What follows belongs to an exercise in optimizing a design on an open flow for small area, a short achievable clock period and few clock cycles per item; a production flow would make more cautious choices. Function was checked by simulation only, so behaviour that the tests miss may differ from the original. Power is estimated from default activity; no workload was simulated.

**flow/run.sh**
```bash
#!/bin/bash
# synth_recipe.tcl (not shown) runs the flow's synth.tcl, then flattens the netlist and writes it again
# the make line also repeats each setting of config.mk as NAME=value (left out here)
make -C /OpenROAD-flow-scripts/flow DESIGN_CONFIG=/design/flow/config.mk WORK_HOME=/design/flow/orfs CLKGATE_MAP_FILE= SYNTH_SCRIPT=/design/flow/synth_recipe.tcl finish
```
**flow/constraint.sdc**
```tcl
create_clock -name core_clock -period 8.0 [get_ports {clk}]
set_input_delay 1.6000 -clock core_clock [delete_from_list [all_inputs] [get_ports {clk}]]
set_output_delay 1.6000 -clock core_clock [all_outputs]
set_load 0.01 [all_outputs]
```
**flow/config.mk**
```make
export PLATFORM = sky130hd
export DESIGN_NAME = decrypt_rc4
export DESIGN_NICKNAME = decrypt_rc4
export VERILOG_FILES = /design/flow/design.v
export SDC_FILE = /design/flow/constraint.sdc
export NUM_CORES = 4
export LEC_CHECK = 0
export CAP_MARGIN = 20
export CORE_MARGIN = 2
export CORE_UTILIZATION = 40
export PLACE_DENSITY = 0.55
export SETUP_SLACK_MARGIN = 4
export SLEW_MARGIN = 20
export SYNTH_HIERARCHICAL = 1
export SYNTH_MEMORY_MAX_BITS = 4096
export SYNTH_MINIMUM_KEEP_SIZE = 0
export TNS_END_PERCENT = 10
```
**flow/design.v**
```verilog
`default_nettype none
module decrypt_rc4 #(
    parameter K_BYTES_LEN =  3,
    parameter M_BYTES_LEN = 16
) (
    input wire logic                                        clk,         
    input wire logic                                        reset,       
    input wire logic                                        enable,      
    input wire logic    [(K_BYTES_LEN * 8) - 1:0]           key,         
    input wire logic    [(M_BYTES_LEN * 8) - 1:0]           bytes_in,    
    output logic        [(M_BYTES_LEN * 8) - 1:0]           bytes_out,   
    output logic                                            done         
);
    logic st_idle, st_ksa, st_f, st_a, st_r, st_done;
    logic [7:0]  si;         
    logic [7:0]  sp;         
    logic [7:0]  a;          
    logic [7:0]  kk;         
    logic [1:0]  kq;         
    logic        we2;        
    logic [7:0]  n;          
    logic [15:0] w;          
    logic [15:0] dlo, dlo2, wlo;
    logic [31:0] dhi, whi;
    logic [7:0]  dm;         
    logic [7:0]  xr;         
    logic [7:0]  qv;         
    logic        eq_i, eq_j; 
    logic [7:0]   R [0:255];
    logic [7:0]   x;         
    logic [7:0]   wr;        
    logic         init, we;
    assign init = st_idle | st_done;
    assign we   = (st_ksa & we2) | st_f | st_a;
    function automatic logic [47:0] sumdec(input logic [7:0] u, input logic [7:0] v);
        logic [7:0]  h, g;
        logic [3:0]  e [0:7];    
        logic [15:0] lo;
        logic [31:0] hi;
        h = u ^ v;
        g = u & v;
        for (int b = 0; b < 8; b++)
            for (int c = 0; c < 4; c++) begin
                if (b == 0)
                    e[b][c] = (h[0] == c[1]);
                else
                    e[b][c] = ((h[b] ^ c[1]) == (g[b-1] | (h[b-1] & ~c[0])));
            end
        for (int k = 0; k < 16; k++)
            lo[k] = e[0][{k[0], 1'b0}] & e[1][{k[1], k[0]}] &
                    e[2][{k[2], k[1]}] & e[3][{k[3], k[2]}];
        for (int k = 0; k < 32; k++)
            hi[k] = e[4][{k[1], k[0]}] & e[5][{k[2], k[1]}] &
                    e[6][{k[3], k[2]}] & e[7][{k[4], k[3]}];
        sumdec = {hi, lo};
    endfunction
    logic [7:0] xg [0:31];
    always_comb begin
        for (int gi = 0; gi < 32; gi++) begin
            xg[gi] = 8'd0;
            for (int l = 0; l < 8; l++)
                xg[gi] = xg[gi] | ({8{(gi < 16) ? dlo[(gi * 8 + l) % 16] : dlo2[(gi * 8 + l) % 16]}} &
                                   R[(gi * 8 + l + 1) % 256]);
        end
        x = 8'd0;
        for (int gi = 0; gi < 32; gi++)
            x = x | ({8{dhi[gi]}} & xg[gi]);
    end
    always_comb begin
        wr = 8'd0;
        for (int k = 0; k < 16; k++)
            wr = wr | ({8{w[k]}} & R[(240 + k + 2) % 256]);
    end
    function automatic logic [7:0] mask(input integer p);
        logic [7:0] pm;
        pm = p - 1;
        mask = ~pm;
    endfunction
    logic [7:0] Q [0:255];       
    genvar p;
    generate
        for (p = 0; p < 256; p++) begin : g_ent
            localparam logic [7:0] M  = mask(p);
            localparam logic [7:0] MN = mask((p + 1) % 256);
            logic       t1, t2;
            logic [7:0] a, m, q;
            assign t1 = ~(wlo[p % 16] & whi[p / 8]);
            assign t2 = (wlo[p % 16] & whi[p / 8]) | init;
            assign a  = Q[(p + 1) % 256];
            for (genvar b = 0; b < 8; b++) begin : g_bit
                if (M[b] != MN[b]) begin : g_inv
                    rc4_oi u_c (.t1(t1), .t2(t2), .b(~(sp[b] ^ M[b])), .a(a[b]), .y(m[b]));
                end else begin : g_non
                    rc4_o u_c (.t1(t1), .t2(t2), .b(sp[b] ^ M[b]), .a(a[b]), .y(m[b]));
                end
            end
            if (p >= 240) begin : g_win
                assign q = (we && w[(p - 240) % 16]) ? (x ^ M) : m;
            end else begin : g_nowin
                assign q = m;
            end
            always_ff @(posedge clk)
                Q[p] <= q;
            assign R[p] = Q[p] ^ M;
        end
    endgenerate
    logic [7:0] knext;
    always_comb begin
        case (kq)
            2'd0:    knext = key[7:0];
            2'd1:    knext = key[15:8];
            default: knext = key[23:16];
        endcase
    end
    logic       fwd_new, fwd_old;
    logic [7:0] si_next;
    assign fwd_new = st_ksa & ((si ^ a) == 8'hff);    
    assign fwd_old = wlo[0] & whi[0];            
    assign si_next = fwd_new ? si : (fwd_old ? sp : R[1]);
    logic [7:0] tv;          
    assign tv = xr + qv;
    logic [7:0] du, dv;
    always_comb begin
        if (st_ksa) begin
            du = a;
            dv = si;
        end else if (st_f) begin
            du = si_next;
            dv = 8'hfe;
        end else if (st_a || (st_r && n == 8'd16)) begin
            du = xr;
            dv = qv;
        end else begin
            du = a;
            dv = wr;
        end
    end
    logic we_next;
    assign we_next = ~reset & (st_ksa | st_f | (st_r & n < 8'd16));
    always_ff @(posedge clk) begin
        logic [47:0] dd;
        dd = sumdec(du, dv);
        dlo  <= dd[15:0];
        dlo2 <= dd[15:0];
        dhi  <= dd[47:16];
        wlo  <= dd[15:0] & {16{we_next}};
        whi  <= dd[47:16];
    end
    always_ff @(posedge clk) begin
        if (init) begin
            si  <= 8'd0;
            a   <= key[7:0] - 8'd2;
            kk  <= key[15:8];
            kq  <= 2'd2;
            we2 <= 1'b0;
            n   <= 8'd0;
            w   <= 16'h4000;
        end else if (st_ksa) begin
            si  <= si_next;
            sp  <= si;
            a   <= a + si + kk - 8'd1;
            kk  <= knext;
            kq  <= (kq == 2'd2) ? 2'd0 : kq + 2'd1;
            we2 <= 1'b1;
            n   <= n + 8'd1;
        end else if (st_f) begin
            si  <= si_next;
            sp  <= si_next;
            dm  <= si_next - 8'd2;
            w   <= 16'h8000;
            n   <= 8'd1;
        end else if (st_a) begin
            xr  <= x;
            eq_i <= (tv == ~n);
            eq_j <= (tv == dm - 8'd1);
            qv  <= sp + ~{n[6:0] + 7'd1, 1'b0} + {7'd0, n == 8'd16};
            a   <= dm - 8'd2;
            w   <= w >> 1;
        end else if (st_r) begin
            si  <= wr;
            sp  <= wr;
            if (n == 8'd16) begin
                eq_i <= 1'b0;
                eq_j <= 1'b0;
            end
            dm  <= a + wr;
            n   <= n + 8'd1;
        end
    end
    logic [7:0] ks;
    logic [3:0] ob;
    assign ks = eq_i ? sp : (eq_j ? xr : x);
    assign ob = 4'd1 - n[3:0];
    generate
        for (p = 0; p < 16; p++) begin : g_out
            always_ff @(posedge clk)
                if (st_r && n != 8'd1 && ob == p)
                    bytes_out[p*8 +: 8] <= bytes_in[p*8 +: 8] ^ ks;
        end
    endgenerate
    always_ff @(posedge clk) begin
        done <= 1'b0;
        if (reset) begin
            st_idle <= 1'b1;
            st_ksa  <= 1'b0;
            st_f    <= 1'b0;
            st_a    <= 1'b0;
            st_r    <= 1'b0;
            st_done <= 1'b0;
        end else begin
            if (st_idle && enable) begin
                st_idle <= 1'b0;
                st_ksa  <= 1'b1;
            end
            if (st_ksa && n == 8'd255) begin
                st_ksa <= 1'b0;
                st_f   <= 1'b1;
            end
            if (st_f) begin
                st_f <= 1'b0;
                st_a <= 1'b1;
            end
            if (st_a) begin
                st_a <= 1'b0;
                st_r <= 1'b1;
            end
            if (st_r) begin
                if (n == 8'd17) begin
                    st_r    <= 1'b0;
                    st_done <= 1'b1;
                    done    <= 1'b1;
                end else if (n != 8'd16) begin
                    st_r <= 1'b0;
                    st_a <= 1'b1;
                end
            end
            if (st_done && !enable) begin
                st_done <= 1'b0;
                st_idle <= 1'b1;
            end
        end
    end
endmodule
module rc4_oi (input wire logic t1, t2, b, a, output logic y);
    assign y = ~((t1 | b) & (t2 | a));
endmodule
module rc4_o (input wire logic t1, t2, b, a, output logic y);
    assign y = (t1 | b) & (t2 | a);
endmodule
```
==> results of run 1 <==
==> power breakdown <==
| part | internal, mW | switching (mW) |
|---|---|---|
| logic | 1.95 | 5.38 |
| clock network | 7.58 | 5.11 |
| registers | 12.2 | 0.489 |
==> synth_stat cells (36+ instances only) <==
master and instances:
nor2_1 160, nand3_1 156, nand2_1 1224, xor2_1 36
ha_1 60, inv_1 116, a211oi_1 57, or3_1 128
o2111ai_1 136, nor3_1 127, edfxtp_1 178, clkbuf_1 284
o21ai_1 60, a22o_1 95, a22oi_1 360, buf_2 120
buf_4 42, nor4_1 75, nand4_1 85, a21oi_1 196
xnor2_1 59, dfxtp_1 2154, nor4_2 50, o21ai_0 327
o41ai_1 139, o22a_1 1545, buf_6 77, o22ai_1 931
==> stage by stage <==
stage / area [um^2] / utilization / worst slack [ps]
final: 110000 / 0.475 / 3660
after global routing: 110000 / 0.475 / 3730
after CTS: 110000 / 0.472 / 3750
after detailed placement: 101000 / 0.432 / 2830
after global placement: 100000 / 0.431 / 1340
after floorplan: 93900 / - / 1640
==> sequential cells by signal, summed over array words and instances, names as in the netlist, 16 cells and up <==
signal     flops
Q           2048
bytes_out    128
dhi           32
dlo           16
w             16
wlo           16
==> logic make-up (layout without fill, tap and decap cells) <==
kind of cell / Yosys count / after routing / share of synthesized area
xor+xnor: 99 / 99 / 0.00987
buf+inv: 687 / 1164 / 0.0370
fa+ha+maj: 70 / 70 / 0.0102
compound gates: 3983 / 3983 / 0.319
other cells: 0 / 28 / 0
flops: 2332 / 2332 / 0.518
simple gates: 2112 / 2112 / 0.105
mux: 13 / 13 / 0.00140
==> layer usage <==
metal,part of all wire,up-vias
li1,-,37300
met1,0.39,44800
met2,0.41,6909
met3,0.13,1524
met4,0.070,46
met5,0.00084,-
==> modules after synthesis (local to each module, per instance) <==
module / cells inside / area (um^2) / copies in the design
decrypt_rc4: 7248 / 77000 / 1
rc4_o: 1 / 8.76 / 1538
rc4_oi: 1 / 6.26 / 510
==> final timing paths <==
check | startpoint | endpoint | cells past startpoint
max reg2reg | dlo[8] | xr[2] | 9
max | dlo[8] | xr[2] | 9
min | Q[234][0] | Q[233][0] | 1
min reg2reg | Q[234][0] | Q[233][0] | 1
==> final cells by class <==
| cell class | instances | area (um^2) | share of cell area |
|---|---|---|---|
| inverter | 137 | 607 | 0.00549 |
| antenna | 28 | 70.1 | 0.000634 |
| clock inverter | 57 | 718 | 0.00650 |
| clock buffer | 409 | 8200 | 0.0742 |
| multi-input combinational | 6277 | 43200 | 0.391 |
| sequential | 2332 | 48500 | 0.439 |
| tap | 3132 | 3920 | 0.0355 |
| timing repair buffer | 561 | 5250 | 0.0475 |
==> repair_timing <==
item	CTS	global route
resized for setup	72	78
buffers inserted	5	4
setup endpoints to repair	280	301
pin swaps	13	11
==> results.cfg, run 1 <==
[cts]
cts_tree = yes
clk-insertion-delay-late_ps = 960
root_buffer = clkbuf_16
clock-sinks = 2332
cts_inserted_buffers = 275
holdBufCountCts = 0
clk_path_buf_depth = 4
clk_pin_slew_ps = 60
h-tree-depth = 5

[timing]
finalClockSkew_ps = 67.3
clock.fmax_ghz = 0.230
finalHoldViolations = 0
drv_slew = 0
slew_headroom = 0.150
final.period_utilization = 0.543
setup-violations-final = 0
tightest_slew_ps = 1270
rsz0062_at_grt = yes
fin_crit_ps = 4340
tns_ps = 0
whs_ps = 427

[global_route]
grtUsageMet2 = 0.550
busiest_layer = met2
grt_pass1_vias = 85100
grt_use_met3 = 0.125
grt.total_usage = 0.386
grt.met1_usage = 0.504
grt_pass1_wl_um = 664000
grt.overflow.total = 0
antenna_found_initial = 58
grt_max_degree = 131

[synthesis]
syn_avg_cell_area_um2 = 10.1
yosys.area.top_type_share = 0.460
yosysWarnings = 11
postSynth.asyncResetShare = 0
ys_types = 72
syn-num-nets = 9521
synth_area_leader_cell = dfxtp_1
ys_seq_area_frac = 0.518
syn_area_um2 = 93700
syn-instance-count = 9296
ys_ff_latch = 2332
synth_area_leaders = dfxtp_1, o22a_1, o22ai_1
synth_edf_count = 178
synthFlopType = dfxtp_1

[floorplan]
row_count = 177
dieHeight_um = 488
ioPinCount = 284
die_w_um = 488
die_area_um2 = 238000
start_util = 0.402
coreArea_um2 = 233000

[placed_design]
dp.cells = 12400
portBuffers = 283
gp_congestion = 1.00
hpwl_um = 324000

[worst_setup_path]
cp-end-kind = flip-flop
cpPeakStageDelay_ps = 860
worstPathMaxFanout = 29
cp_top_family = compound AO/OA/AOI/OAI gates
crit_buf_inv = 4
reg2reg_slack_ps = 3660
crit_chain = clkinv_4 -> buf_12 -> o21ai_0 -> o41ai_4 -> o2111ai_2 -> or4_1 -> buf_4 -> nor2_8 -> inv_2
critPathKind = reg -> reg
worstPathRequired_ps = 8630
cp-start-kind = flip-flop
cp_slowest_cell = o41ai_4
arrival_ps = 4970

[worst_hold_path]
hp-class = reg -> reg

[power_and_ir_drop]
leakagePower_nw = 37.4
power_density_nw_per_um2 = 296
total_power_mw = 32.7
vdd_drop_max_uv = 240

[finish]
layout_common_cells = dfxtp_1, o22a_1, nand2_1, o22ai_1, a22oi_1
fillers = 21600
finalNetCount = 9809
fin_cells = 12900
areaGrowthSynthToFinish_pct = 18.0
final_common_cell = dfxtp_1
layout-drive-gt1-share = 0.0977

[outcome]
status = finished clean

[routing]
viasPerCell = 7.01
ant_nets = 0
wire_per_inst_um = 37.1
drt-pass1-iter-count = 9
drtIter0Drc = 14100
drcViolationCount = 0
num_vias = 90600
totalWireLength_um = 480000

[job]
cap_violations = 0
Testbench counts, summed over its fixed seeds: cycles 18,680, items 64.
==> run 2: changes to the inputs <==
--- a/flow/config.mk
+++ b/flow/config.mk
@@ -9,7 +9,7 @@
 export CORE_MARGIN = 2
 export CORE_UTILIZATION = 40
 export PLACE_DENSITY = 0.55
-export SETUP_SLACK_MARGIN = 4
+export SETUP_SLACK_MARGIN = 3
 export SLEW_MARGIN = 20
 export SYNTH_HIERARCHICAL = 1
 export SYNTH_MEMORY_MAX_BITS = 4096
==> run 2 against run 1 <==
- still clean on timing, DRC and antenna
- clock-buffer cell count stayed put
- maximum frequency is 16% lower
- synthesized area is the same
- largest cell class unchanged
- highest routed layer unchanged
==> results.cfg, run 2 <==
[global_route]
grt_pass1_wl_um = 663000
antenna_found_initial = 68
grt.total_usage = 0.386
grt_pass1_vias = 85000
grt_max_degree = 131
grt.overflow.total = 0

[power_and_ir_drop]
total_power_mw = 32.3
power_density_nw_per_um2 = 295
p_switching_mw = 10.9
vdd_drop_max_uv = 242
switching_share = 0.336
share_comb_of_total_power = 0.216
leakagePower_nw = 36.9
pwr-share-seq = 0.391
power.internal_mw = 21.4
pwr-share-clk = 0.393

[placed_design]
portBuffers = 283
gp_congestion = 1.00
dp.cells = 12400
hpwl_um = 324000

[floorplan]
coreArea_um2 = 233000
dieHeight_um = 488
die_area_um2 = 238000
die_w_um = 488
start_util = 0.402
ioPinCount = 284
row_count = 177

[timing]
tns_ps = 0
setup-violations-final = 0
slew_headroom = 0.132
fin_crit_ps = 5160
rsz0062_at_grt = yes
tightest_slew_ps = 1290
finalHoldViolations = 0
drv_slew = 0
finalClockSkew_ps = 65.9
clock.fmax_ghz = 0.194
final.period_utilization = 0.645

[finish]
layout_common_cells = dfxtp_1, o22a_1, nand2_1, o22ai_1, a22oi_1
fillers = 21700
final_common_cell = dfxtp_1
top_register = Q
finalNetCount = 9800
largest_reg_flops = 2048
reg_top3 = Q x2048, bytes_out x128, dhi x32
fin_cells = 12900
areaGrowthSynthToFinish_pct = 17.0
layout-drive-gt1-share = 0.0897

[worst_hold_path]
whs_path_depth = 1
hp-class = reg -> reg
holdCritStartpoint = Q[234][0]
holdPathEnd = Q[233][0]

[synthesis]
netlist_top_cells_count = dfxtp_1, o22a_1, nand2_1
postSynth.asyncResetShare = 0
ys_types = 72
syn_area_um2 = 93700
synth_edf_count = 178
yosys.area.top_type_share = 0.460
yosysWarnings = 11
syn-num-nets = 9521
synth_area_leaders = dfxtp_1, o22a_1, o22ai_1
synthFlopType = dfxtp_1
synth_area_leader_cell = dfxtp_1
ys_seq_area_frac = 0.518
syn_avg_cell_area_um2 = 10.1
ys_ff_latch = 2332
syn-instance-count = 9296
synth.most_common_cell = dfxtp_1

[cts]
clk_pin_slew_ps = 60
cts_inserted_buffers = 275
clk_path_buf_depth = 4
clock-sinks = 2332
cts_tree = yes
clk-insertion-delay-late_ps = 960
h-tree-depth = 5
root_buffer = clkbuf_16

[worst_setup_path]
cp_slowest_cell = or4_2
reg2reg_to = xr[0]
critPathKind = reg -> reg
cp-start-kind = flip-flop
arrival_ps = 5790
worstPathRequired_ps = 8630
worstPathMaxFanout = 52
crit_chain = buf_4 -> inv_4 -> buf_12 -> o21ai_0 -> o41ai_2 -> o2111ai_1 -> or4_2 -> nor2_8 -> inv_2
cp-end-kind = flip-flop
reg2reg_slack_ps = 2840
r2r-start = dlo[0]
cpPeakStageDelay_ps = 1260
ff2ff_path_depth = 9

[job]
cap_violations = 0

[outcome]
status = finished clean

[routing]
drtIter0Drc = 14200
viasPerCell = 6.99
wire_per_inst_um = 37.1
drcViolationCount = 0
num_vias = 90300
drt-pass1-iter-count = 9
totalWireLength_um = 479000
ant_nets = 0
[run 2: cell counts after synthesis]
Identical to the previous run, type by type.
[run 2: final cells by class]
| class | count | area (um^2) | area share |
|---|---|---|---|
| sequential | 2332 | 48500 | 0.443 |
| multi-input combinational | 6277 | 42600 | 0.388 |
| clock buffer | 409 | 8200 | 0.0748 |
| timing repair buffer | 552 | 5000 | 0.0457 |
| tap | 3132 | 3920 | 0.0358 |
| clock inverter | 57 | 718 | 0.00655 |
| inverter | 137 | 568 | 0.00518 |
| antenna | 30 | 75.1 | 0.000685 |
[run 2: worst max-delay path by stage]
stage,startpoint,endpoint
6_report,dlo[0],xr[0]
5_1_grt,dlo[0],bytes_out[6]
4_1_cts,dlo[8],bytes_out[22]
3_5_place_dp,dlo[0],xr[3]
3_3_place_gp,dlo[14],xr[2]
2_1_floorplan,sp[5],dhi[17]
[run 2: per-module statistics from Yosys, one instance, submodules excluded]
module | flops+latches | cells | times used
rc4_oi | 0 | 1 | 510
decrypt_rc4 | 2332 | 7248 | 1
rc4_o | 0 | 1 | 1538
[run 2: power by group through the flow]
stage                     logic, mW  registers (mW)  clock network, mW
final                          6.97            12.6               12.7
after CTS                      6.62            12.6               12.7
after global placement         6.48            12.9                  0
after detailed placement       6.60            12.9                  0
after floorplan                3.64            12.6                  0
after global routing           6.98            12.7               13.2
[run 2: timing repair]
action,CTS,global route
setup endpoints to repair,33,12
buffers inserted,0,0
resized for setup,1,3
hold buffers,0,0
[run 2: worst max-delay path: cells and delay by family (launching register included)]
family                 cells  cell delay (ps)
AOI/OAI and AO/OA          3             1680
buffers and inverters      4             1140
DFF                        1              310
and+or+nand+nor            2             1540
[run 2: metrics by stage]
| step | utilization | setup slack (ps) | hold WS [ps] | instance area [um^2] |
|---|---|---|---|---|
| after global routing | 0.471 | 2980 | 440 | 110000 |
| after detailed placement | 0.432 | 2830 | 432 | 101000 |
| after floorplan | - | 1640 | 420 | 93900 |
| after global placement | 0.431 | 1340 | 427 | 100000 |
| after CTS | 0.470 | 3010 | 427 | 109000 |
| final | 0.471 | 2840 | 430 | 110000 |
[run 2: logic make-up (layout without fill, tap and decap cells)]
family,after synthesis,count (layout),synth area share
compound gates,3983,3983,0.319
flops,2332,2332,0.518
simple gates,2112,2112,0.105
buf+inv,687,1155,0.0370
xor+xnor,99,99,0.00987
fa+ha+maj,70,70,0.0102
mux,13,13,0.00140
other cells,0,30,0
[run 2: layer usage]
layer  share of wire  wire length [um]  vias to the layer above  global-route usage
met4           0.072             34500                       58               0.238
li1                -                 -                    37300                   -
met1            0.39            187000                    44700               0.502
met5         0.00076               364                        -                   0
met2            0.41            197000                     6678               0.549
met3            0.13             60600                     1555               0.126
==> run 3: changes to the inputs <==
--- a/flow/design.v
+++ b/flow/design.v
@@ -125,7 +125,7 @@
             du = a;
             dv = si;
         end else if (st_f) begin
-            du = si_next;
+            du = fwd_old ? sp : R[1];    
             dv = 8'hfe;
         end else if (st_a || (st_r && n == 8'd16)) begin
             du = xr;
--- a/flow/config.mk
+++ b/flow/config.mk
@@ -8,8 +8,11 @@
 export CAP_MARGIN = 20
 export CORE_MARGIN = 2
 export CORE_UTILIZATION = 40
+export CTS_BUF_LIST = sky130_fd_sc_hd__clkbuf_8 sky130_fd_sc_hd__clkbuf_16
+export CTS_CLUSTER_DIAMETER = 80
+export CTS_CLUSTER_SIZE = 30
 export PLACE_DENSITY = 0.55
-export SETUP_SLACK_MARGIN = 3
+export SETUP_SLACK_MARGIN = 4.5
 export SLEW_MARGIN = 20
 export SYNTH_HIERARCHICAL = 1
 export SYNTH_MEMORY_MAX_BITS = 4096
==> run 3 against run 2 <==
- first-iteration DRC count is 1.4% higher
- sequential cell count unchanged
- combinational power is 21% higher
- critical path type unchanged
- highest routed layer unchanged
==> results.cfg, run 3 <==
[global_route]
grt_pass1_wl_um = 665000
grt.overflow.total = 0
grt_pass1_vias = 84300
antenna_found_initial = 60
grt_max_degree = 130
grt.total_usage = 0.387

[placed_design]
portBuffers = 283
dpl_worst_slack_ps = 2680
gp_congestion = 0.990
dpl_cell_area_um2 = 100000
hpwl_um = 318000

[outcome]
status = finished clean

[floorplan]
dieHeight_um = 488
start_util = 0.402
coreArea_um2 = 233000
row_count = 177
ioPinCount = 284
die_area_um2 = 238000
die_w_um = 488

[synthesis]
syn_area_um2 = 93600
syn-instance-count = 9315
postSynth.asyncResetShare = 0
syn_avg_cell_area_um2 = 10.0
ys_ff_latch = 2332
netlist_top_cells_count = dfxtp_1, o22a_1, nand2_1
synth_edf_count = 178
ys_types = 70
synth.most_common_cell = dfxtp_1
yosysWarnings = 11
synth_area_leaders = dfxtp_1, o22a_1, o22ai_1
yosys.area.top_type_share = 0.461
synthFlopType = dfxtp_1
ys_seq_area_frac = 0.518
syn-num-nets = 9540
synth_area_leader_cell = dfxtp_1

[worst_setup_path]
ff2ff_path_depth = 10
reg2reg_to = xr[7]
cpPeakStageDelay_ps = 600
worstPathRequired_ps = 8600
cp_slowest_cell = nand4_1
reg2reg_slack_ps = 4280
r2r-start = dlo[4]
arrival_ps = 4320
cp-end-kind = flip-flop
worstPathMaxFanout = 33
cp-start-kind = flip-flop
critPathKind = reg -> reg
endpoint = xr[7]
cp-startpoint = dlo[4]
crit_chain = buf_6 -> a22oi_2 -> nand4_1 -> a21oi_2 -> nand2_1 -> or4_4 -> buf_12 -> nor2_4 -> buf_4 -> inv_1

[finish]
reg_top3 = Q x2048, bytes_out x128, dhi x32
final_area_um2 = 110000
layout_common_cells = dfxtp_1, o22a_1, nand2_1, o22ai_1, o21ai_0
top_register = Q
areaGrowthSynthToFinish_pct = 17.1
final_common_cell = dfxtp_1
finalNetCount = 9779
layout-drive-gt1-share = 0.106
largest_reg_flops = 2048
final_core_util = 0.471

[cts]
h-tree-depth = 4
root_buffer = clkbuf_16
clk_path_buf_depth = 3
clk_pin_slew_ps = 110
clk-insertion-delay-late_ps = 890
cts_inserted_buffers = 133
cts_tree = yes
clock-sinks = 2332

[power_and_ir_drop]
switching_share = 0.379
vdd_drop_max_uv = 199
pwr-share-seq = 0.428
power.internal_mw = 18.3
share_comb_of_total_power = 0.286
p_switching_mw = 11.2
power_density_nw_per_um2 = 269
leakagePower_nw = 37.2
pwr-share-clk = 0.286

[routing]
num_vias = 90800
drcViolationCount = 0
viasPerCell = 7.12
ant_nets = 0
wire_per_inst_um = 38.2
drt-pass1-iter-count = 7
drtIter0Drc = 14400
totalWireLength_um = 488000

[worst_hold_path]
whs_path_depth = 1
hp-class = reg -> reg

[timing]
slew_headroom = 0.0584
finalHoldViolations = 0
tns_ps = 0
setup-violations-final = 0
drv_slew = 0
tightest_slew_ps = 1410
whs_ps = 427
fin_ws_ps = 4280
rsz0062_at_grt = yes
clock.fmax_ghz = 0.269
fin_crit_ps = 3720
final.period_utilization = 0.465
finalClockSkew_ps = 67.5

[job]
cap_violations = 0
## run 3: changes by cell type after synthesis, sizes merged, moves of 19 or more
cell and change:
a211oi -35, a21oi -32, o211a +32, clkbuf +31
nor4 +27, o21ai +21, buf -19
## run 3: worst min-delay path by stage
| stage | endpoint | from |
|---|---|---|
| 6_report | Q[58][0] | Q[59][0] |
| 5_1_grt | Q[58][0] | Q[59][0] |
| 4_1_cts | Q[58][0] | Q[59][0] |
| 3_5_place_dp | Q[68][1] | Q[69][1] |
| 3_3_place_gp | Q[68][0] | Q[69][0] |
| 2_1_floorplan | Q[100][1] | Q[101][1] |
## run 3: area by class of cell
type / instances / area, um^2
antenna: 42 / 105
inverter: 138 / 704
timing repair inverter: 2 / 13.8
tap: 3043 / 3810
clock inverter: 96 / 1170
multi-input combinational: 6285 / 44400
clock buffer: 151 / 3670
fill: 21500 / 123000
sequential: 2332 / 48500
timing repair buffer: 662 / 7130
## run 3: power groups by stage
stage                     combinational, mW  clock, mW  sequential [mW]
final                                  8.45       8.45             12.6
after detailed placement               6.32          0             12.9
after floorplan                        3.51          0             12.6
after global placement                 6.24          0             12.9
after global routing                   8.40       8.87             12.6
after CTS                              7.30       8.44             12.6
## run 3: kinds of logic (layout without fill, tap and decap cells)
family	count (synthesis)	after routing	share of synthesized area
other	0	42	0
and+or+nand+nor	2164	2166	0.106
adders and majority gates	70	70	0.0102
DFF	2332	2332	0.518
buffers and inverters	700	1049	0.0374
xor gates and xnor gates	99	99	0.00988
muxes	18	18	0.00197
AOI/OAI and AO/OA	3932	3932	0.316
## run 3: per-module statistics from Yosys (local to each module, per instance)
module / cells inside / times used
decrypt_rc4: 7267 / 1
rc4_o: 1 / 1538
rc4_oi: 1 / 510
## run 3: repair_timing
action,CTS,global route
resized for setup,331,197
hold buffers,0,0
setup endpoints to repair,339,308
gates cloned,9,16
pin swaps,53,81
buffers inserted,49,56
## run 3: per-stage QoR
| stage | power [mW] | std cells |
|---|---|---|
| after floorplan | 16.1 | 9315 |
| after global placement | 19.1 | 12300 |
| after detailed placement | 19.2 | 12300 |
| after CTS | 28.3 | 12600 |
| after global routing | 29.9 | 12700 |
| final | 29.5 | 12800 |
## run 3: worst max-delay path, delay by kind of cell (launching register included)
family          cells  cell delay (ps)
flops               1              450
buf+inv             4              620
compound gates      2              720
simple gates        4             1490
## run 3: layer usage
layer,up-vias,share of wire,GRT usage
met5,-,0.00039,0
met4,32,0.069,0.237
met3,1509,0.13,0.123
met2,6848,0.41,0.549
met1,45200,0.39,0.510
li1,37200,-,-
Testbench counts of run 3, summed over its fixed seeds: cycles 18,680, items 64.
==> run 4: changes to the inputs <==
--- a/flow/design.v
+++ b/flow/design.v
@@ -11,7 +11,7 @@
     output logic        [(M_BYTES_LEN * 8) - 1:0]           bytes_out,   
     output logic                                            done         
 );
-    logic st_idle, st_ksa, st_f, st_a, st_r, st_done;
+    logic st_idle, st_ksa, st_f, st_a, st_r, st_w, st_done;
     logic [7:0]  si;         
     logic [7:0]  sp;         
     logic [7:0]  a;          
@@ -24,6 +24,7 @@
     logic [31:0] dhi, whi;
     logic [7:0]  dm;         
     logic [7:0]  xr;         
+    logic [7:0]  xh;         
     logic [7:0]  qv;         
     logic        eq_i, eq_j; 
     logic [7:0]   R [0:255];
@@ -118,7 +119,7 @@
     assign fwd_old = wlo[0] & whi[0];            
     assign si_next = fwd_new ? si : (fwd_old ? sp : R[1]);
     logic [7:0] tv;          
-    assign tv = xr + qv;
+    assign tv = xh + qv;
     logic [7:0] du, dv;
     always_comb begin
         if (st_ksa) begin
@@ -127,7 +128,10 @@
         end else if (st_f) begin
             du = fwd_old ? sp : R[1];    
             dv = 8'hfe;
-        end else if (st_a || (st_r && n == 8'd16)) begin
+        end else if (st_a) begin
+            du = xh;
+            dv = qv;
+        end else if (st_r && n == 8'd16) begin
             du = xr;
             dv = qv;
         end else begin
@@ -137,6 +141,10 @@
     end
     logic we_next;
     assign we_next = ~reset & (st_ksa | st_f | (st_r & n < 8'd16));
+    always_ff @(posedge clk) begin
+        xr <= x;
+        xh <= xr;
+    end
     always_ff @(posedge clk) begin
         logic [47:0] dd;
         dd = sumdec(du, dv);
@@ -170,7 +178,6 @@
             w   <= 16'h8000;
             n   <= 8'd1;
         end else if (st_a) begin
-            xr  <= x;
             eq_i <= (tv == ~n);
             eq_j <= (tv == dm - 8'd1);
             qv  <= sp + ~{n[6:0] + 7'd1, 1'b0} + {7'd0, n == 8'd16};
@@ -191,11 +198,19 @@
     logic [3:0] ob;
     assign ks = eq_i ? sp : (eq_j ? xr : x);
     assign ob = 4'd1 - n[3:0];
+    logic [7:0] ks_r;
+    logic [3:0] ob_r;
+    logic       ow_r;
+    always_ff @(posedge clk) begin
+        ks_r <= ks;
+        ob_r <= ob;
+        ow_r <= st_r && n != 8'd1;
+    end
     generate
         for (p = 0; p < 16; p++) begin : g_out
             always_ff @(posedge clk)
-                if (st_r && n != 8'd1 && ob == p)
-                    bytes_out[p*8 +: 8] <= bytes_in[p*8 +: 8] ^ ks;
+                if (ow_r && ob_r == p)
+                    bytes_out[p*8 +: 8] <= bytes_in[p*8 +: 8] ^ ks_r;
         end
     endgenerate
     always_ff @(posedge clk) begin
@@ -206,6 +221,7 @@
             st_f    <= 1'b0;
             st_a    <= 1'b0;
             st_r    <= 1'b0;
+            st_w    <= 1'b0;
             st_done <= 1'b0;
         end else begin
             if (st_idle && enable) begin
@@ -226,13 +242,17 @@
             end
             if (st_r) begin
                 if (n == 8'd17) begin
-                    st_r    <= 1'b0;
-                    st_done <= 1'b1;
-                    done    <= 1'b1;
+                    st_r <= 1'b0;
+                    st_w <= 1'b1;
                 end else if (n != 8'd16) begin
                     st_r <= 1'b0;
                     st_a <= 1'b1;
                 end
+            end
+            if (st_w) begin
+                st_w    <= 1'b0;
+                st_done <= 1'b1;
+                done    <= 1'b1;
             end
             if (st_done && !enable) begin
                 st_done <= 1'b0;
==> run 4 against run 3 <==
- combinational power shrank 29%
- global-route usage shrank 1.4 points
- die area shrank 5.7%
- critical path type unchanged
- largest cell class unchanged
- non-clock buffer count shrank 124
- sequential cell count grew 22
- synthesized area shrank 5.7%
==> results.cfg, run 4 <==
[synthesis]
postSynth.asyncResetShare = 0
yosysWarnings = 11
yosys.area.top_type_share = 0.496
ys_seq_area_frac = 0.554
synth_compound_area_frac = 0.308
synthFlopType = dfxtp_1
synthSimpleGateAreaFrac = 0.0654
synthMuxAreaShare = 0.0143
ys_types = 83
synth_area_leader_cell = dfxtp_1
synth_top_family_by_area = compound AO/OA/AOI/OAI gates
syn-num-nets = 8460
syn-instance-count = 8237
syn_area_um2 = 88200
ys_ff_latch = 2354
syn_avg_cell_area_um2 = 10.7
synth_edf_count = 170
netlist_top_cells_count = dfxtp_1, o22a_1, nand2_1
synth_xor_xnor_area_share = 0.0228
synth.most_common_cell = dfxtp_1
synth_adder_area_share = 0.0105
synth_area_leaders = dfxtp_1, o22a_1, o22ai_1

[global_route]
grt_pass1_vias = 76100
antenna_found_initial = 32
grt_pass1_wl_um = 601000
grt_max_degree = 130
grt.overflow.total = 0
grt.total_usage = 0.373

[power_and_ir_drop]
leakagePower_nw = 34.3
vdd_drop_max_uv = 346
power_density_nw_per_um2 = 265

[routing]
viasPerCell = 7.00
wire_per_inst_um = 37.8
drtIter0Drc = 13000
drt-pass1-iter-count = 6
ant_nets = 0
totalWireLength_um = 434000
drcViolationCount = 0
num_vias = 80300

[outcome]
status = finished clean

[finish]
largest_reg_flops = 2048
layout-drive-gt1-share = 0.0972
top_register = Q
fillers = 20400
final_area_um2 = 102000
fin_cells = 11500
areaGrowthSynthToFinish_pct = 15.4
final_common_cell = dfxtp_1
finalNetCount = 8714
reg_top3 = Q x2048, bytes_out x128, dhi x32
layout_common_cells = dfxtp_1, o22a_1, nand2_1, o22ai_1, a22oi_1

[cts]
clk_path_buf_depth = 3
clock-sinks = 2354
h-tree-depth = 3
clk-insertion-delay-late_ps = 900
root_buffer = clkbuf_16
cts_tree = yes
clk_pin_slew_ps = 110
cts_inserted_buffers = 121

[worst_setup_path]
critPathKind = reg -> reg
worstPathMaxFanout = 18
r2r-start = dlo[7]
cp-end-kind = flip-flop
arrival_ps = 4590
cp-startpoint = dlo[7]
cp-start-kind = flip-flop
worstPathRequired_ps = 8730

[timing]
drv_slew = 0
rsz0062_at_grt = yes
slew_headroom = 0.107
finalClockSkew_ps = 79.4
tightest_slew_ps = 1320
setup-violations-final = 0
final.period_utilization = 0.482
clock.fmax_ghz = 0.259
fin_crit_ps = 3850
tns_ps = 0
finalHoldViolations = 0

[job]
cap_violations = 0

[floorplan]
start_util = 0.402
dieHeight_um = 474
die_w_um = 474
row_count = 172
die_area_um2 = 224000
coreArea_um2 = 220000
ioPinCount = 284

[worst_hold_path]
hp-class = reg -> reg
holdCritStartpoint = xr[3]

[placed_design]
dp.cells = 11200
dpl_cell_area_um2 = 94800
gp_congestion = 0.993
portBuffers = 283
hpwl_um = 286000
run 4: cell types whose count changed after synthesis, moves of 42 or more:
cell / change
a21oi_1: -83
buf_6: -65
clkbuf_1: -61
mux2_2: +93
nand2_1: -270
nand3_1: -117
nor3_1: -111
nor4_1: -99
o2111ai_1: -130
o211a_1: -48
o21ai_1: -42
or3_1: -127
xor2_1: +127
run 4: final timing paths:
| kind | end | slack [ps] | cells past startpoint |
|---|---|---|---|
| hold reg to reg | xh[3] | 400 | 0 |
| setup reg to reg | Q[247][4] | 4150 | 8 |
| setup / recovery | Q[247][4] | 4150 | 8 |
| hold / removal | xh[3] | 400 | 0 |
run 4: stage by stage:
step / worst slack [ps] / hold slack (ps) / utilization / power, mW
after detailed placement: 2650 / 372 / 0.432 / 18.2
after global routing: 4290 / 407 / 0.463 / 27.4
after CTS: 4380 / 394 / 0.461 / 26.5
after floorplan: 1270 / 345 / - / 15.7
final: 4150 / 399 / 0.464 / 26.9
after global placement: 494 / 374 / 0.431 / 18.1
run 4: cells by family (layout without fill, tap and decap cells):
| group | after synthesis | after routing |
|---|---|---|
| AO/OA/AOI/OAI | 3583 | 3583 |
| flip-flops | 2354 | 2354 |
| AND/OR/NAND/NOR | 1363 | 1363 |
| buffers and inverters | 532 | 892 |
| XOR/XNOR | 223 | 223 |
| multiplexers | 114 | 114 |
| adder cells (fa/ha/maj) | 68 | 68 |
| other | 0 | 15 |
run 4: timing repair:
item | CTS | global route
pin swaps | 23 | 21
buffers inserted | 43 | 23
setup endpoints to repair | 208 | 184
resized for setup | 217 | 55
cloned | 10 | 2
hold buffers | 0 | 0
run 4: worst max-delay path: stages (launching register included):
cell	delay, ps
dfxtp_4	470
inv_4	300
buf_4	370
o22ai_1	140
o41ai_1	710
nand4_1	290
nor4_2	610
nand2_4	360
mux2_2	390
run 4: modules after synthesis (local to each module, per instance):
module       cells inside  times used  area [um^2]
decrypt_rc4          6189           1        71500
rc4_o                   1        1538         8.76
rc4_oi                  1         510         6.26
run 4: area by class of cell:
cell class / count / area (um^2) / share of cell area
Sequential cell: 2354 / 48900 / 0.481
Multi-Input combinational cell: 5351 / 38500 / 0.378
Timing Repair Buffer: 538 / 5510 / 0.0542
Tap cell: 2871 / 3590 / 0.0353
Clock buffer: 130 / 3170 / 0.0312
Clock inverter: 99 / 1320 / 0.0130
Inverter: 122 / 683 / 0.00671
Timing Repair inverter: 3 / 41.3 / 0.000406
Antenna cell: 15 / 37.5 / 0.000369
run 4: layer usage:
| layer | up-vias | share of wire | GRT usage |
|---|---|---|---|
| li1 | 32900 | - | - |
| met1 | 40200 | 0.39 | 0.497 |
| met2 | 5981 | 0.41 | 0.536 |
| met3 | 1277 | 0.12 | 0.104 |
| met4 | 22 | 0.070 | 0.217 |
| met5 | - | 0.00093 | 0.00844 |
run 4: where the power goes:
group	total, mW	internal, mW	switching, mW
clock	7.99	3.27	4.72
combinational	6.03	1.80	4.24
sequential	12.9	12.4	0.512
Testbench counts of run 4, summed over its fixed seeds: cycles 18,744, items 64.
==> run 5: changes to the inputs <==
--- a/flow/config.mk
+++ b/flow/config.mk
@@ -12,9 +12,9 @@
 export CTS_CLUSTER_DIAMETER = 80
 export CTS_CLUSTER_SIZE = 30
 export PLACE_DENSITY = 0.55
-export SETUP_SLACK_MARGIN = 4.5
+export SETUP_SLACK_MARGIN = 5
 export SLEW_MARGIN = 20
 export SYNTH_HIERARCHICAL = 1
 export SYNTH_MEMORY_MAX_BITS = 4096
 export SYNTH_MINIMUM_KEEP_SIZE = 0
-export TNS_END_PERCENT = 10
+export TNS_END_PERCENT = 5
==> run 5 against run 4 <==
- still clean on timing, DRC and antenna
- worst hold slack worse by 3.8 ps
- via count is 0.62% higher
- clock skew is 30 ps lower
- sequential cell count stayed put
- non-clock buffer count is 34 higher
- global-route usage is 0.40 points higher
- critical path depth is 1 higher
- synthesized cell count stayed put
- sequential power hardly changed
- cell area is 0.62% higher
- critical endpoint is now Q[240][2]
- largest power group unchanged
==> results.cfg, run 5 <==
[outcome]
status = finished clean

[timing]
tns_ps = 0
final.period_utilization = 0.476
finalHoldViolations = 0
tightest_slew_ps = 1350
drv_slew = 0
finalClockSkew_ps = 49.6
clock.fmax_ghz = 0.263
slew_headroom = 0.102
fin_crit_ps = 3810
rsz0062_at_grt = yes
setup-violations-final = 0

[job]
cap_violations = 0

[finish]
final_core_util = 0.466
layout_common_cells = dfxtp_1, o22a_1, nand2_1, o22ai_1, a22oi_1
largest_reg_flops = 2048
finalNetCount = 8750
top_register = Q
reg_top3 = Q x2048, bytes_out x128, dhi x32
areaGrowthSynthToFinish_pct = 16.1
final_common_cell = dfxtp_1
layout-drive-gt1-share = 0.0999

[worst_setup_path]
worstPathRequired_ps = 8770
cp_top_family = simple AND/OR/NAND/NOR gates
cp-end-kind = flip-flop
cp_slowest_cell = o41ai_4
cp-start-kind = flip-flop
arrival_ps = 4580
cp_common_cell = buf_12
critPathKind = reg -> reg
cpPeakStageDelay_ps = 690
crit_buf_inv = 2
worstPathMaxFanout = 21
crit_chain = buf_12 -> nand2_1 -> o21ai_1 -> o41ai_4 -> nand4_1 -> or4_4 -> buf_12 -> or4b_4 -> mux2_4

[global_route]
antenna_found_initial = 36
grt.total_usage = 0.377
grt_use_met3 = 0.124
grt.met1_usage = 0.492
grt_pass1_wl_um = 606000
grt_max_degree = 130
grt_pass1_vias = 76700
grt.overflow.total = 0
grtUsageMet2 = 0.533
busiest_layer = met2

[synthesis]
ys_ff_latch = 2354
syn-num-nets = 8460
synth_edf_count = 170
syn_area_um2 = 88200
ys_types = 83
yosysWarnings = 11
synth_area_leaders = dfxtp_1, o22a_1, o22ai_1
syn-instance-count = 8237
synthFlopType = dfxtp_1
yosys.area.top_type_share = 0.496
netlist_top_cells_count = dfxtp_1, o22a_1, nand2_1
ys_seq_area_frac = 0.554
synth.most_common_cell = dfxtp_1
postSynth.asyncResetShare = 0
synth_area_leader_cell = dfxtp_1
syn_avg_cell_area_um2 = 10.7

[power_and_ir_drop]
vdd_drop_max_uv = 270
leakagePower_nw = 34.6
power_density_nw_per_um2 = 264

[routing]
num_vias = 80800
ant_nets = 0
drtIter0Drc = 12400
totalWireLength_um = 441000
drcViolationCount = 0
viasPerCell = 7.01
drt-pass1-iter-count = 7
wire_per_inst_um = 38.3

[floorplan]
start_util = 0.402
ioPinCount = 284
row_count = 172
coreArea_um2 = 220000
die_area_um2 = 224000
die_w_um = 474
dieHeight_um = 474

[placed_design]
gp_congestion = 0.989
portBuffers = 283
hpwl_um = 284000

[cts]
h-tree-depth = 3
holdBufCountCts = 0
clk-insertion-delay-late_ps = 890
clk_pin_slew_ps = 110
clock-sinks = 2354
clk_path_buf_depth = 3
cts_tree = yes
cts_inserted_buffers = 120
root_buffer = clkbuf_16

[worst_hold_path]
hp-class = reg -> reg
==> run 5: cell counts after synthesis <==
No cell type changed its count.
==> run 5: cell families after synthesis <==
kind of cell    count (synthesis)  synth area share
compound gates               3583             0.308
xor+xnor                      223            0.0228
flops                        2354             0.554
buf+inv                       532            0.0255
fa+ha+maj                      68            0.0105
mux                           114            0.0143
simple gates                 1363            0.0654
==> run 5: stage by stage <==
| step | total power [mW] | cell area, um^2 | worst slack, ps | cells | hold slack (ps) |
|---|---|---|---|---|---|
| after global routing | 27.5 | 102000 | 4260 | 11500 | 399 |
| after floorplan | 15.7 | 88300 | 1270 | 8237 | 345 |
| after CTS | 26.6 | 102000 | 4410 | 11500 | 395 |
| final | 27.0 | 102000 | 4190 | 11500 | 395 |
| after global placement | 18.1 | 94700 | 2330 | 11200 | 380 |
| after detailed placement | 18.1 | 94900 | 2870 | 11200 | 383 |
==> run 5: final cells by class <==
cell class	instances	area, um^2
Sequential cell	2354	48900
Timing Repair Buffer	572	5930
Inverter	122	706
Tap cell	2871	3590
Multi-Input combinational cell	5352	38700
Fill cell	20500	117000
Clock inverter	99	1360
Timing Repair inverter	5	66.3
Antenna cell	22	55.1
Clock buffer	126	3110
==> run 5: per-layer routing <==
metal | vias to the layer above | share of wire
li1 | 33100 | -
met1 | 40300 | 0.39
met2 | 6053 | 0.41
met3 | 1413 | 0.13
met4 | 26 | 0.075
met5 | - | 0.00041
==> run 5: per-module statistics from Yosys (local to each module, per instance) <==
module | flops+latches | cells inside | area (um^2)
rc4_o | 0 | 1 | 8.76
decrypt_rc4 | 2354 | 6189 | 71500
rc4_oi | 0 | 1 | 6.26
==> run 5: power by group <==
group	total, mW	internal, mW	switching [mW]
clock network	8.02	3.34	4.68
logic	6.11	1.88	4.23
registers	12.9	12.4	0.498
total	27.0	17.6	9.41
==> run 5: worst paths after layout <==
kind	endpoint	slack, ps	cells past startpoint	start
worst max register to register	Q[240][2]	4190	9	dlo[4]
worst max-delay path	Q[240][2]	4190	9	dlo[4]
worst min-delay path	xh[4]	390	0	xr[4]
worst min register to register	xh[4]	390	0	xr[4]
==> run 5: timing repair <==
action / 4_1_cts / 5_1_grt
pin swaps: 29 / 13
endpoints found under the setup margin: 377 / 374
cloned: 12 / 2
buffers inserted: 76 / 19
gates resized for setup: 229 / 84
==> run 6: changes to the inputs <==
--- a/flow/design.v
+++ b/flow/design.v
@@ -20,6 +20,7 @@
     logic        we2;        
     logic [7:0]  n;          
     logic [15:0] w;          
+    logic        dw;         
     logic [15:0] dlo, dlo2, wlo;
     logic [31:0] dhi, whi;
     logic [7:0]  dm;         
@@ -29,6 +30,7 @@
     logic        eq_i, eq_j; 
     logic [7:0]   R [0:255];
     logic [7:0]   x;         
+    logic [7:0]   xq;        
     logic [7:0]   wr;        
     logic         init, we;
     assign init = st_idle | st_done;
@@ -63,14 +65,14 @@
                 xg[gi] = xg[gi] | ({8{(gi < 16) ? dlo[(gi * 8 + l) % 16] : dlo2[(gi * 8 + l) % 16]}} &
                                    R[(gi * 8 + l + 1) % 256]);
         end
-        x = 8'd0;
+        xq = 8'd0;
         for (int gi = 0; gi < 32; gi++)
-            x = x | ({8{dhi[gi]}} & xg[gi]);
+            xq = xq | ({8{dhi[gi]}} & xg[gi]);
     end
     always_comb begin
         wr = 8'd0;
         for (int k = 0; k < 16; k++)
-            wr = wr | ({8{w[k]}} & R[(240 + k + 2) % 256]);
+            wr = wr | ({8{w[k]}} & R[(239 + k + 2) % 256]);
     end
     function automatic logic [7:0] mask(input integer p);
         logic [7:0] pm;
@@ -95,8 +97,8 @@
                     rc4_o u_c (.t1(t1), .t2(t2), .b(sp[b] ^ M[b]), .a(a[b]), .y(m[b]));
                 end
             end
-            if (p >= 240) begin : g_win
-                assign q = (we && w[(p - 240) % 16]) ? (x ^ M) : m;
+            if (p >= 239 && p <= 254) begin : g_win
+                assign q = (dw && w[(p - 239) % 16] && !(wlo[p % 16] && whi[p / 8])) ? (xr ^ M) : m;
             end else begin : g_nowin
                 assign q = m;
             end
@@ -141,9 +143,11 @@
     end
     logic we_next;
     assign we_next = ~reset & (st_ksa | st_f | (st_r & n < 8'd16));
+    assign x = (dw && dlo[13] && dhi[31]) ? xr : xq;
     always_ff @(posedge clk) begin
         xr <= x;
         xh <= xr;
+        dw <= we & ~reset;
     end
     always_ff @(posedge clk) begin
         logic [47:0] dd;
@@ -175,15 +179,16 @@
             si  <= si_next;
             sp  <= si_next;
             dm  <= si_next - 8'd2;
-            w   <= 16'h8000;
             n   <= 8'd1;
         end else if (st_a) begin
             eq_i <= (tv == ~n);
             eq_j <= (tv == dm - 8'd1);
             qv  <= sp + ~{n[6:0] + 7'd1, 1'b0} + {7'd0, n == 8'd16};
             a   <= dm - 8'd2;
+            if (n == 8'd1)
+                w <= 16'h8000;
+        end else if (st_r) begin
             w   <= w >> 1;
-        end else if (st_r) begin
             si  <= wr;
             sp  <= wr;
             if (n == 8'd16) begin
@@ -196,7 +201,7 @@
     end
     logic [7:0] ks;
     logic [3:0] ob;
-    assign ks = eq_i ? sp : (eq_j ? xr : x);
+    assign ks = eq_i ? sp : (eq_j ? xr : xq);
     assign ob = 4'd1 - n[3:0];
     logic [7:0] ks_r;
     logic [3:0] ob_r;
--- a/flow/config.mk
+++ b/flow/config.mk
@@ -9,8 +9,8 @@
 export CORE_MARGIN = 2
 export CORE_UTILIZATION = 40
 export CTS_BUF_LIST = sky130_fd_sc_hd__clkbuf_8 sky130_fd_sc_hd__clkbuf_16
-export CTS_CLUSTER_DIAMETER = 80
-export CTS_CLUSTER_SIZE = 30
+export CTS_CLUSTER_DIAMETER = 70
+export CTS_CLUSTER_SIZE = 24
 export PLACE_DENSITY = 0.55
 export SETUP_SLACK_MARGIN = 5
 export SLEW_MARGIN = 20
==> run 6 against run 5 <==
- critical path depth unchanged
- sequential power about the same
- clock skew rose by 1.5 ps
- setup slack better by 450 ps
- sequential share of layout area is 1.1 points lower
- critical path type unchanged
- highest routed layer unchanged
==> results.cfg, run 6 <==
[routing]
ant_nets = 0
viasPerCell = 7.13
drtIter0Drc = 13100
wire_per_inst_um = 40.2
totalWireLength_um = 468000
num_vias = 83100
drcViolationCount = 0
drt-pass1-iter-count = 8

[timing]
drv_slew = 0
final.period_utilization = 0.420
setup-violations-final = 0
tns_ps = 0
finalClockSkew_ps = 51.1
finalHoldViolations = 0
slew_headroom = 0.0401
fin_crit_ps = 3360
rsz0062_at_grt = yes
tightest_slew_ps = 1440
clock.fmax_ghz = 0.298

[synthesis]
syn-num-nets = 8457
synth_area_leader_cell = dfxtp_1
yosysWarnings = 11
syn-instance-count = 8234
synth_area_leaders = dfxtp_1, o22a_1, o22ai_1
synth_edf_count = 178
postSynth.asyncResetShare = 0
yosys.area.top_type_share = 0.493
synthFlopType = dfxtp_1
syn_area_um2 = 88300
netlist_top_cells_count = dfxtp_1, o22a_1, o22ai_1
synth.most_common_cell = dfxtp_1
ys_types = 75
ys_ff_latch = 2355
ys_seq_area_frac = 0.554
syn_avg_cell_area_um2 = 10.7

[power_and_ir_drop]
pwr-share-seq = 0.444
power_density_nw_per_um2 = 280
leakagePower_nw = 36.2
switching_share = 0.360
total_power_mw = 29.4
p_switching_mw = 10.6
power.internal_mw = 18.8
share_comb_of_total_power = 0.266
pwr-share-clk = 0.290
vdd_drop_max_uv = 263

[floorplan]
dieHeight_um = 474
die_w_um = 474
die_area_um2 = 225000
row_count = 172
ioPinCount = 284
start_util = 0.402
coreArea_um2 = 220000

[finish]
largest_reg_flops = 2048
finalNetCount = 8884
reg_top3 = Q x2048, bytes_out x128, dhi x32
areaGrowthSynthToFinish_pct = 19.1
layout_common_cells = dfxtp_1, o22a_1, o22ai_1, nand2_1, a22oi_1
fillers = 20100
fin_cells = 11700
final_area_um2 = 105000
top_register = Q
final_common_cell = dfxtp_1
layout-drive-gt1-share = 0.125

[cts]
clock-sinks = 2355
clk-insertion-delay-late_ps = 870
clk_path_buf_depth = 3
root_buffer = clkbuf_16
cts_inserted_buffers = 141
h-tree-depth = 4
clk_pin_slew_ps = 90
cts_tree = yes

[worst_setup_path]
critPathKind = reg -> reg
cp-end-kind = flip-flop
cp-start-kind = flip-flop
worstPathMaxFanout = 9
worstPathRequired_ps = 8740
arrival_ps = 4100

[placed_design]
dpl_cell_area_um2 = 95300
dp.cells = 11200
gp_congestion = 0.984
portBuffers = 283
hpwl_um = 286000

[global_route]
grt.total_usage = 0.397
grt_pass1_vias = 78400
grt_max_degree = 139
grt_pass1_wl_um = 632000
grt.overflow.total = 0
antenna_found_initial = 54

[worst_hold_path]
hp-class = reg -> reg

[job]
cap_violations = 0

[outcome]
status = finished clean
run 6: per-stage QoR:
step | hold WS [ps] | util | setup slack [ps]
6_report | 421 | 0.479 | 4640
5_1_grt | 430 | 0.479 | 4680
4_1_cts | 432 | 0.473 | 4760
3_5_place_dp | 431 | 0.434 | 3600
3_3_place_gp | 425 | 0.433 | 3110
2_1_floorplan | 346 | - | 1370
run 6: timing repair:
action / in CTS / in global routing
setup endpoints to repair: 481 / 888
buffers inserted: 142 / 42
resized for setup: 451 / 170
hold buffers: 0 / 0
gates cloned: 38 / 8
pin swaps: 44 / 50
run 6: logic make-up (layout without fill, tap and decap cells):
logic type | Yosys count | in the layout | synth area share
DFF | 2355 | 2355 | 0.554
other | 0 | 20 | 0
buffers and inverters | 544 | 1075 | 0.0249
adders and majority gates | 68 | 68 | 0.0105
and+or+nand+nor | 1335 | 1335 | 0.0646
muxes | 113 | 113 | 0.0140
AOI/OAI and AO/OA | 3596 | 3596 | 0.309
xor gates and xnor gates | 223 | 223 | 0.0228
run 6: cell type report:
cell class | instances | area, um^2 | area share
tap | 2871 | 3590 | 0.0341
timing repair buffer | 699 | 7750 | 0.0737
clock inverter | 87 | 1010 | 0.00961
timing repair inverter | 10 | 97.6 | 0.000928
antenna | 20 | 50.0 | 0.000476
sequential | 2355 | 49100 | 0.466
inverter | 119 | 707 | 0.00672
clock buffer | 160 | 3940 | 0.0374
multi-input combinational | 5335 | 39000 | 0.371
run 6: worst paths after layout:
check	cells after the start	slack (ps)	to	from
setup / recovery	9	4640	ks_r[3]	dlo[6]
setup reg to reg	9	4640	ks_r[3]	dlo[6]
hold reg to reg	0	420	ob_r[1]	n[1]
hold / removal	0	420	ob_r[1]	n[1]
run 6: per-module statistics from Yosys (local to each module, per instance):
| module | cells inside | times used |
|---|---|---|
| decrypt_rc4 | 6186 | 1 |
| rc4_oi | 1 | 510 |
| rc4_o | 1 | 1538 |
run 6: power groups by stage:
| stage | Combinational [mW] | Clock (mW) | Sequential (mW) |
|---|---|---|---|
| 2_1_floorplan | 3.21 | 0 | 12.9 |
| 3_3_place_gp | 5.65 | 0 | 13.4 |
| 3_5_place_dp | 5.70 | 0 | 13.4 |
| 4_1_cts | 6.97 | 8.53 | 13.0 |
| 5_1_grt | 7.76 | 8.95 | 13.1 |
| 6_report | 7.83 | 8.53 | 13.1 |
run 6: layer usage:
metal / global-route usage / share of wire / up-vias / routed length, um
li1: - / - / 33300 / -
met1: 0.503 / 0.38 / 41200 / 176000
met2: 0.556 / 0.40 / 6645 / 187000
met3: 0.149 / 0.14 / 1812 / 65400
met4: 0.266 / 0.084 / 52 / 39200
met5: 0 / 0.0012 / - / 540
run 6: worst max-delay path, stage by stage, from the launching register on:
cell and delay [ps]:
dfxtp_4 420, clkinv_8 70, buf_4 290, buf_4 200
o22ai_1 70, o41ai_2 530, nand4_1 810, nor4_4 500
nand2_1 160, o21a_1 190
Testbench counts of run 6, summed over its fixed seeds: cycles 18,744, items 64.
==> run 7: changes to the inputs <==
--- a/flow/config.mk
+++ b/flow/config.mk
@@ -5,7 +5,7 @@
 export SDC_FILE = /design/flow/constraint.sdc
 export NUM_CORES = 4
 export LEC_CHECK = 0
-export CAP_MARGIN = 20
+export CAP_MARGIN = 25
 export CORE_MARGIN = 2
 export CORE_UTILIZATION = 40
 export CTS_BUF_LIST = sky130_fd_sc_hd__clkbuf_8 sky130_fd_sc_hd__clkbuf_16
@@ -13,7 +13,7 @@
 export CTS_CLUSTER_SIZE = 24
 export PLACE_DENSITY = 0.55
 export SETUP_SLACK_MARGIN = 5
-export SLEW_MARGIN = 20
+export SLEW_MARGIN = 35
 export SYNTH_HIERARCHICAL = 1
 export SYNTH_MEMORY_MAX_BITS = 4096
 export SYNTH_MINIMUM_KEEP_SIZE = 0
==> run 7 against run 6 <==
- worst hold slack better by 12 ps
- sequential power about the same
- utilization rose by 0.14 points
- sequential cell count is the same
- critical path depth up 1
- synthesized cell count unchanged
- synthesized area unchanged
- cell area is 0.30% higher
- maximum frequency decreased by 0.90%
- largest cell class unchanged
- sequential share of layout area shrank 0.14 points
- total power up 0.61%
- register-to-register slack lost 30 ps
==> results.cfg, run 7 <==
[outcome]
status = finished clean

[finish]
areaGrowthSynthToFinish_pct = 19.5
top_register = Q
layout_common_cells = dfxtp_1, o22a_1, o22ai_1, nand2_1, a22oi_1
layout-drive-gt1-share = 0.125
reg_top3 = Q x2048, bytes_out x128, dhi x32
finalNetCount = 8876
largest_reg_flops = 2048
final_core_util = 0.481
fillers = 20200
final_common_cell = dfxtp_1

[cts]
clk_path_buf_depth = 3
holdBufCountCts = 0
clock-sinks = 2355
clk-insertion-delay-late_ps = 880
cts_inserted_buffers = 144
cts_tree = yes
h-tree-depth = 4
clk_pin_slew_ps = 100
root_buffer = clkbuf_16

[worst_hold_path]
hp-class = reg -> reg

[timing]
drv_slew = 0
final.period_utilization = 0.424
tightest_slew_ps = 1080
fin_crit_ps = 3390
tns_ps = 0
rsz0062_at_grt = yes
finalClockSkew_ps = 51.1
fin_ws_ps = 4610
clock.fmax_ghz = 0.295
slew_headroom = 0.272
finalHoldViolations = 0
setup-violations-final = 0

[synthesis]
syn_avg_cell_area_um2 = 10.7
postSynth.asyncResetShare = 0
synth_area_leader_cell = dfxtp_1
ys_types = 75
synthFlopType = dfxtp_1
ys_seq_area_frac = 0.554
yosysWarnings = 11
synth.most_common_cell = dfxtp_1
syn-instance-count = 8234
syn-num-nets = 8457
yosys.area.top_type_share = 0.493
syn_area_um2 = 88300
synth_edf_count = 178
ys_ff_latch = 2355
synth_area_leaders = dfxtp_1, o22a_1, o22ai_1
netlist_top_cells_count = dfxtp_1, o22a_1, o22ai_1

[routing]
totalWireLength_um = 469000
drcViolationCount = 0
num_vias = 83000
ant_nets = 0
drtIter0Drc = 13000
drt-pass1-iter-count = 7
viasPerCell = 7.12
wire_per_inst_um = 40.3

[global_route]
grt_max_degree = 130
grt.total_usage = 0.401
antenna_found_initial = 45
grt_pass1_vias = 78800
grt.overflow.total = 0
grt_pass1_wl_um = 638000

[worst_setup_path]
critPathKind = reg -> reg
worstPathRequired_ps = 8750
cp-start-kind = flip-flop
cp-end-kind = flip-flop
cp_slowest_cell = nand4_1
arrival_ps = 4140
crit_chain = buf_12 -> inv_16 -> buf_6 -> buf_4 -> o22ai_1 -> o41ai_2 -> nand4_1 -> nor4_4 -> nand2_1 -> o21a_1
worstPathMaxFanout = 7
cpPeakStageDelay_ps = 810
crit_buf_inv = 4
cp_top_family = simple AND/OR/NAND/NOR gates

[placed_design]
hpwl_um = 288000
gp_congestion = 0.984
portBuffers = 283
dpl_worst_slack_ps = 3620

[job]
cap_violations = 0

[floorplan]
coreArea_um2 = 220000
ioPinCount = 284
row_count = 172
die_area_um2 = 225000
die_w_um = 474
start_util = 0.402
dieHeight_um = 474

[power_and_ir_drop]
leakagePower_nw = 36.3
power_density_nw_per_um2 = 281
vdd_drop_max_uv = 327
==> run 7: cell count changes in the layout (fill, tap and decap cells not counted), moves of 6 or more <==
cell | before | now
bufbuf_16 | 23 | 36
buf_6 | 37 | 27
nor2_2 | 4 | 13
clkbuf_16 | 161 | 154
buf_4 | 274 | 257
nor2_1 | 161 | 153
o41ai_1 | 54 | 61
inv_6 | 24 | 30
buf_12 | 33 | 40
clkinv_8 | 22 | 13
nor4_2 | 9 | 3
clkbuf_8 | 6 | 13
o41ai_2 | 58 | 48
==> run 7: power by group <==
part	switching [mW]	internal, mW
sequential	0.607	12.5
clock	4.66	4.08
combinational	5.34	2.48
total	10.6	19.0
==> run 7: through the flow <==
stage / power (mW) / cell area, um^2 / cells / hold slack [ps]
floorplan: 16.1 / 88500 / 8234 / 346
CTS: 28.9 / 105000 / 11600 / 430
global placement: 19.1 / 95100 / 11200 / 425
detailed placement: 19.2 / 95500 / 11200 / 430
finish: 29.6 / 106000 / 11700 / 433
global route: 30.0 / 105000 / 11600 / 426
==> run 7: metal layers <==
layer	part of all wire	global-route usage	wire, um
met5	0.0015	0.00714	693
met4	0.087	0.288	40900
met3	0.14	0.161	66500
met2	0.40	0.559	187000
met1	0.37	0.499	175000
==> run 7: what timing repair did <==
action | 4_1_cts | 5_1_grt
gates resized for setup | 460 | 119
setup endpoints to repair | 376 | 732
buffers inserted | 148 | 15
cloned | 47 | 1
pin swaps | 48 | 45
==> run 7: final timing paths <==
kind | startpoint | to | cells past startpoint | slack (ps)
hold / removal | Q[221][1] | Q[220][1] | 1 | 430
hold reg to reg | Q[221][1] | Q[220][1] | 1 | 430
setup / recovery | dlo[4] | ks_r[3] | 10 | 4610
setup reg to reg | dlo[4] | ks_r[3] | 10 | 4610
==> run 7: final cells by class <==
type | instances | area (um^2) | share of cell area
sequential | 2355 | 49100 | 0.465
multi-input combinational | 5335 | 38900 | 0.369
timing repair buffer | 689 | 7990 | 0.0757
clock buffer | 166 | 4010 | 0.0380
tap | 2871 | 3590 | 0.0340
clock inverter | 90 | 1080 | 0.0103
inverter | 119 | 728 | 0.00690
timing repair inverter | 9 | 78.8 | 0.000747
antenna | 20 | 50.0 | 0.000474
==> run 7: logic make-up (layout without fill, tap and decap cells) <==
family | after synthesis | count (layout) | synth area share
mux | 113 | 113 | 0.0140
simple gates | 1335 | 1335 | 0.0646
compound gates | 3596 | 3596 | 0.309
flops | 2355 | 2355 | 0.554
other cells | 0 | 20 | 0
buf+inv | 544 | 1073 | 0.0249
xor+xnor | 223 | 223 | 0.0228
fa+ha+maj | 68 | 68 | 0.0105
==> run 7: Yosys stat by module, one instance, submodules excluded <==
module       flip-flops and latches  times used
decrypt_rc4                    2355           1
rc4_o                             0        1538
rc4_oi                            0         510

static timing again, ports no longer ideal:
No port has a modelled driver above. Below, the same layouts with a new extraction and two added sets of constraints.
Step 1 assumes that a clkbuf_16 drives the clock port and a buf_2 every other input.
Step 2 also shifts input and output timing later by t, the mid clock arrival at the registers, as if the neighbouring blocks saw the same clock.
Three values: ideal, step 1, step 2; two values: the first two.
| run | t, ns | slack for setup (ns) | worst setup path at the end |
|---|---|---|---|
| run 1 | 1.027 | 3.658 / 3.658 / 3.658 | register to register |
| run 2 | 1.013 | 2.842 / 2.842 / 2.842 | register to register |
| run 3 | 0.953 | 4.279 / 4.279 / 4.279 | register to register |
| run 4 | 0.964 | 4.146 / 4.146 / 4.146 | register to register |
| run 5 | 0.953 | 4.193 / 4.193 / 4.193 | register to register |
| run 6 | 0.954 | 4.642 / 4.642 / 4.524 | input to register |
| run 7 | 0.960 | 4.612 / 4.612 / 4.553 | input to register |
After both steps every run listed still meets setup and hold. For run 6, which loses most, drivers alone change the setup slack by 0.000 ns; drivers and shift together by -0.118 ns.
